This design comes from an exercise in tuning for small area and a short achievable clock period on the open sky130 flow, not from production work. No functional check of the RTL was part of this run. No activity file was given, so power comes from the tool's default toggle rates.

--- flow/config.mk ---
export PLATFORM = sky130hd
export DESIGN_NAME = OV7670
export DESIGN_NICKNAME = OV7670
export VERILOG_FILES = /design/flow/design.v
export SDC_FILE = /design/flow/constraint.sdc
export NUM_CORES = 4
export LEC_CHECK = 0
export CAP_MARGIN = 20
export CORE_MARGIN = 2
export CORE_UTILIZATION = 40
export SLEW_MARGIN = 20
--- flow/design.v ---
module OV7670_col(
	input clk,
	input rst,
	input vs_rise,    
	input fall,       
	input rowclr,     
	input fire,       
	output reg [11:0] Prom,
	output reg [7:0] Inc,
	output reg [7:0] Mid
);
	reg [5:0] A, P;
	wire up = A > P;
	wire dn = A < P;
	wire [7:0] inc_p = Inc + 8'd1;
	wire [7:0] inc_m = Inc - 8'd1;
	wire [7:0] inc_n = up ? inc_p : dn ? inc_m : Inc;
	wire mid_upd = up ? (inc_p > Mid) : dn ? (inc_m > Mid) : (Inc > Mid);
	always @(posedge clk) begin
		if (rst | vs_rise) Prom <= 12'd0;
		else if (fire) Prom <= Prom + 12'd1;
		if (rst | vs_rise | rowclr) A <= 6'd0;
		else if (fire) A <= A + 6'd1;
		if (rst | vs_rise) P <= 6'd0;
		else if (rowclr) P <= A;
		if (rst) Inc <= 8'd0;
		else if (vs_rise) Inc <= 8'd100;
		else if (fall) Inc <= inc_n;
		if (rst | vs_rise) Mid <= 8'd0;
		else if (fall & mid_upd) Mid <= inc_n;
	end
endmodule
module OV7670(
	input Reset,
	output reg [11:0]  PixelData,
	output [14:0] PAddress,
	output reg WPixel,
	input Pclock,
	input Href,
	input Vsync,
	input [7:0] Data,
	output reg [1:0] Promedio,
	output reg [1:0] Forma
);
	reg Href_prev, VSync_prev, Sync;
	reg [7:0] XPixel, YPixel;
	reg [10:0] PAhi;             
	reg [1:0] fcol;              
	reg fk;                      
	assign PAddress = {PAhi, XPixel[3:0]};
	wire vs_rise = Vsync & ~VSync_prev;
	wire fall    = ~Vsync & ~Href & Href_prev;
	wire hi_byte = ~Vsync & Href & ~Sync;
	wire lo_byte = ~Vsync & Href & Sync;
	wire [7:0] xp1 = XPixel + 8'd1;
	wire [7:0] yp1 = YPixel + 8'd1;
	wire x_out_inc = (XPixel >= 8'd175) & (XPixel != 8'd255);
	wire x_out     = XPixel > 8'd175;
	wire y_out_inc = (YPixel >= 8'd143) & (YPixel != 8'd255);
	wire y_out     = YPixel > 8'd143;
	wire pd_zero = ~Vsync & (fall ? y_out_inc : (y_out | (lo_byte ? x_out_inc : x_out)));
	wire [10:0] y11   = {YPixel, 3'b0} + {YPixel, 1'b0} + YPixel;
	wire [10:0] pa_inc  = y11 + xp1[7:4];
	wire [10:0] pa_fall = {yp1, 3'b0} + {yp1, 1'b0} + yp1;
	wire win = lo_byte & (XPixel >= 8'd38) & (XPixel <= 8'd136) &
	           (YPixel >= 8'd23) & (YPixel <= 8'd121);
	wire [3:0] cR = PixelData[11:8];
	wire [3:0] cG = PixelData[7:4];
	wire [3:0] cB = Data[7:4];
	wire bdom = (cB > cG) & (cB > cR);
	wire gdom = (cG > cB) & (cG > cR);
	wire rdom = (cR > cG) & (cR > cB);
	wire [1:0] c = {bdom | gdom, bdom | rdom};
	wire upd = win & (bdom | gdom | rdom);
	wire same = (fcol == c);
	wire fireR = win & rdom & fk & (fcol == 2'd1);
	wire fireG = win & gdom & fk & (fcol == 2'd2);
	wire fireB = win & bdom & fk & (fcol == 2'd3);
	wire rowclr = fall & ~VSync_prev;
	wire [11:0] PR, PG, PB;
	wire [7:0] IR, IG, IB, MR, MG, MB;
	OV7670_col colR(.clk(Pclock), .rst(Reset), .vs_rise(vs_rise), .fall(fall), .rowclr(rowclr), .fire(fireR), .Prom(PR), .Inc(IR), .Mid(MR));
	OV7670_col colG(.clk(Pclock), .rst(Reset), .vs_rise(vs_rise), .fall(fall), .rowclr(rowclr), .fire(fireG), .Prom(PG), .Inc(IG), .Mid(MG));
	OV7670_col colB(.clk(Pclock), .rst(Reset), .vs_rise(vs_rise), .fall(fall), .rowclr(rowclr), .fire(fireB), .Prom(PB), .Inc(IB), .Mid(MB));
	wire rwin = (PR > PG) & (PR > PB);
	wire gwin = (PG > PR) & (PG > PB);
	wire bwin = (PB > PR) & (PB > PG);
	wire [7:0] Isel = rwin ? IR : gwin ? IG : IB;
	wire [7:0] Msel = rwin ? MR : gwin ? MG : MB;
	wire [8:0] mlim = {1'b0, Msel} - 9'd12;
	wire [1:0] f_shape = ((Isel < 8'd112) & (Isel > 8'd88)) ? (({1'b0, Isel} < mlim) ? 2'b10 : 2'b01) : 2'b11;
	wire [1:0] p_n = rwin ? 2'b01 : gwin ? 2'b10 : bwin ? 2'b11 : 2'b00;
	wire [1:0] f_n = (rwin | gwin | bwin) ? f_shape : 2'b00;
	always @(posedge Pclock) begin
		if (Reset) begin
			Href_prev <= 1'b0;
			VSync_prev <= 1'b0;
			Sync <= 1'b0;
			WPixel <= 1'b0;
			XPixel <= 8'd0;
			YPixel <= 8'd0;
			PAhi <= 11'd0;
			PixelData <= 12'd0;
			fcol <= 2'd0;
			fk <= 1'b0;
			Promedio <= 2'd0;
			Forma <= 2'd0;
		end else begin
			Href_prev <= Href;
			VSync_prev <= Vsync;
			Sync <= hi_byte;
			WPixel <= lo_byte;
			if (Vsync | fall) XPixel <= 8'd0;
			else if (lo_byte) XPixel <= xp1;
			if (Vsync) YPixel <= 8'd0;
			else if (fall) YPixel <= yp1;
			if (Vsync) PAhi <= 11'd0;
			else if (fall) PAhi <= pa_fall;
			else if (lo_byte) PAhi <= pa_inc;
			if (pd_zero) PixelData <= 12'd0;
			else begin
				if (hi_byte) PixelData[11:4] <= Data;
				if (lo_byte) PixelData[3:0] <= Data[7:4];
			end
			if (upd) begin
				if (same & fk) begin
					fcol <= 2'd0;
					fk <= 1'b0;
				end else if (same) begin
					fk <= 1'b1;
				end else begin
					fcol <= c;
					fk <= 1'b0;
				end
			end
			if (vs_rise) begin
				Promedio <= p_n;
				Forma <= f_n;
			end
		end
	end
endmodule
--- flow/run.sh ---
#!/bin/bash
# synth_recipe.tcl (not shown) runs the flow's synth.tcl, then flattens the netlist and writes it again
# the make line also repeats each setting of config.mk as NAME=value (left out here)
make -C /OpenROAD-flow-scripts/flow DESIGN_CONFIG=/design/flow/config.mk WORK_HOME=/design/flow/orfs CLKGATE_MAP_FILE= SYNTH_SCRIPT=/design/flow/synth_recipe.tcl finish
--- flow/constraint.sdc ---
create_clock -name core_clock -period 8.0 [get_ports {Pclock}]
set_input_delay 1.6000 -clock core_clock [delete_from_list [all_inputs] [get_ports {Pclock}]]
set_output_delay 1.6000 -clock core_clock [all_outputs]
set_load 0.01 [all_outputs]
==> reports/metrics.cfg <==
[sta]
max_freq_ghz=0.212
timing.setup.tns_ns=0
max_slew_margin_pct=33.1
worst_hold_slack_ns=0.456
worst_slew_pin_slew_ns=0.997
slew_violations=0
setup_viol=0
layout_min_cycle_time_ns=4.71
finalCritPeriodShare_pct=58.9
rsz0062_at_grt=false
fin_skew_ns=0.0112
finalHoldViolCount=0

[critical_path]
required_ns=8.33
r2r_slack_ns=3.29
slowest_stage=nor2_2
rr_worst_depth=19
path_delay_family=compound AO/OA/AOI/OAI gates
slowest_delay_ns=0.54
worstPathArrival_ns=5.04
start_kind=register
critical_path_buf_inv_count=2
end_kind=register
cp_max_fo=13
crit_type=reg2reg
critical_path.cell_chain=inv_1, ha_1, a21oi_1, a31oi_1, o21ai_0, nand2_1, nor2_2, a211oi_1, a21oi_1, ha_1, inv_1, ha_1, a21o_1, a21oi_1, o21ai_0, a211o_1, a41oi_1, a311o_1, o211ai_1
cp.depth=19

[min_path]
min_path_type=reg2reg
min_path_cells=2

[floorplanning]
die-width_um=184
coreArea_um2=31700
row_count=65
die-area_um2=33900
die_height_um=184
boundaryPins=44
start_util_pct=40.9

[drt]
ant_nets=0
drc=0
routed_wl_um=31800
vias_per_cell=5.36
dr.pass1.iters=5
wl_per_cell_um=15.9
vias=10734
drtIter0Drc=597

[synthesis]
synthFlopType=dfxtp_1
synth-edff-count=0
synthesis.nets=1801
synth_area_um2=13000
synth_cell_types=70
synth_seq_area_share_pct=26.2
syn_inst=1584
synth_async_sr_flop_share_pct=0
synth_warnings=2
ys_seq_elements=170
syn_area_per_cell_um2=8.19

[global_route]
antenna_found_initial=0
grt_overflow=0
track_usage_pct=19.6
grt_first_pass_wirelength_um=53300
grt_max_degree=93
grt_pass1_vias=10491

[cts]
clock_latency_ns=0.45
ctsHoldBuffers=0
clockBufferDepth=2
path_clk_slew_ns=0.07
cts.htree.levels=4
cts_resized=0
clkSinkCount=170
cts_setup_buffers=0
root_buffer=clkbuf_16
cts_tree=built
cts_buffers=17

[layout]
multi_input_area_um2=8830
syn_to_final_growth_pct=10.1
seq_area_um2=3400
final_area_um2=14300
drive_above_1_share_pct=4.94
fin_nets=1803
final_util_pct=45.0
fill_cells=3127
n_antenna_cell=0

[power]
p_per_area_nw_per_um2=133
cellLeakagePower_nw=5.96
p_total_w=0.00190
peakVddDrop_v=0.000146

[placed_design]
place.port_buffers=43
place_area_um2=13700
dp_hpwl_um=24100
gp_congestion=0.832

[run_status]
status=no timing/DRC/antenna violations

[job]
max-cap-violations=0

-- layout by cell type (no fill, tap or decap), drive strengths merged, types with 5 or more instances in the layout --
master         instances
clkdlybuf4s50         43
o211ai                 8
mux2i                 35
buf                   12
a211o                  7
o221a                  7
a22oi                  5
a21oi                122
dfxtp                170
a31oi                  5
fa                    14
xnor2                 85
nand2                134
nor2b                 21
o21a                   9
nand4                 39
a21o                  26
and3                  19
and2                   5
a211oi                19
nor2                 164
or3                   21
nand3                 42
ha                   191
inv                  124
xor2                  61
clkbuf                18
nor3                  31
clkinv                 5
o21ai                 67
nand2b                22
-- cell families after synthesis --
kind of cell | after synthesis | share of synthesized area (%)
XOR/XNOR | 146 | 9.86
AND/OR/NAND/NOR | 517 | 19.0
AO/OA/AOI/OAI | 317 | 15.5
buffers and inverters | 191 | 5.84
flip-flops | 170 | 26.2
adder cells (fa/ha/maj) | 205 | 20.6
multiplexers | 38 | 2.99
-- sequential cells by signal, summed over array words and instances, names as in the netlist, 8 cells and up --
signal,count
colR.Inc,8
PAhi,11
colB.Prom,12
colG.Inc,8
colR.Mid,8
YPixel,8
XPixel,8
colR.Prom,12
colB.Mid,8
colB.Inc,8
colG.Mid,8
colG.Prom,12
PixelData,12
-- cells in the mapped netlist, drive strengths merged, types with 5 or more instances --
cell type  instances  area [um^2]
ha               191         2390
dfxtp            170         3400
nor2             164          633
nand2            134          505
a21oi            122          614
inv              119          447
xnor2             85          744
o21ai             67          335
xor2              61          534
clkbuf            57          214
nand3             42          215
nand4             39          244
mux2i             35          350
nor3              31          165
a21o              26          195
nand2b            22          138
nor2b             21          131
or3               21          131
a211oi            19          143
and3              19          119
buf               15         96.3
fa                14          280
o21a               9         67.6
o211ai             8         60.1
a211o              7         61.3
o221a              7         78.8
a22oi              5         37.5
a31oi              5         43.8
and2               5         31.3
-- worst register-to-register path, cell delays in order, from the launching register on --
cell and delay (ns):
dfxtp_1 0.44, inv_1 0.08, ha_1 0.34, a21oi_1 0.17
a31oi_1 0.09, o21ai_0 0.44, nand2_1 0.35, nor2_2 0.54
a211oi_1 0.16, a21oi_1 0.26, ha_1 0.28, inv_1 0.05
ha_1 0.23, a21o_1 0.16, a21oi_1 0.17, o21ai_0 0.10
a211o_1 0.28, a41oi_1 0.20, a311o_1 0.17, o211ai_1 0.08
-- path summary, 6_finish.rpt --
path / start / end
setup reg to reg: colG.Prom[3] / Forma[0]
hold reg to reg: colR.P[5] / colR.P[5]
hold / removal: colR.P[5] / colR.P[5]
setup / recovery: colG.Prom[3] / Forma[0]
-- area by class of cell --
class / instances / area share, %
Multi-Input combinational cell: 1223 / 61.8
Clock buffer: 18 / 3.08
Sequential cell: 170 / 23.8
Timing Repair Buffer: 55 / 3.64
Clock inverter: 14 / 0.964
Tap cell: 402 / 3.52
Inverter: 119 / 3.13
-- power breakdown --
group	internal, W	total, W	leakage [nW]	switching, W
registers	0.000854	0.000871	1.37	0.0000169
logic	0.0000846	0.000192	4.31	0.000107
clock network	0.000444	0.000839	0.277	0.000394
-- through the flow --
step,cells,setup WS (ns)
5_1_grt,2001,2.80
3_3_place_gp,1966,3.17
4_1_cts,2001,3.29
6_report,2001,3.29
2_1_floorplan,1584,3.97
3_5_place_dp,1969,3.08
-- metal layers --
layer | vias up | share of wire [%] | global-route usage [%]
li1 | 5508 | - | -
met1 | 5047 | 48 | 25.7
met2 | 141 | 48 | 33.4
met3 | 38 | 2.3 | 2.97
met4 | 0 | 1.5 | 5.15
met5 | - | 0 | 0

## re-timing with driven ports
The results above use ideal ports. As a check the final layout listed here was re-extracted and re-timed, cells and wires unchanged. Step 1: set_driving_cell puts a clkbuf_16 on Pclock and a buf_2 on each other input, an assumption about the parent block. Step 2 adds t to the input delays and takes it off the output delays; t is the mean of the earliest and latest rising clock arrival at the registers after step 1. Input paths then give back, and output paths get back, about the clock's delay inside the block. Slacks: ideal ports / drivers / drivers and shift; pairs: ideal ports / drivers.
shift t [ns]: 0.493
setup WS [ns]: 3.286 / 3.286 / 3.086
pins driven straight from the clock port: 1
After both steps setup and hold are still met in this run. For this run, drivers alone change the setup slack by 0.000 ns; drivers and shift together by -0.200 ns.
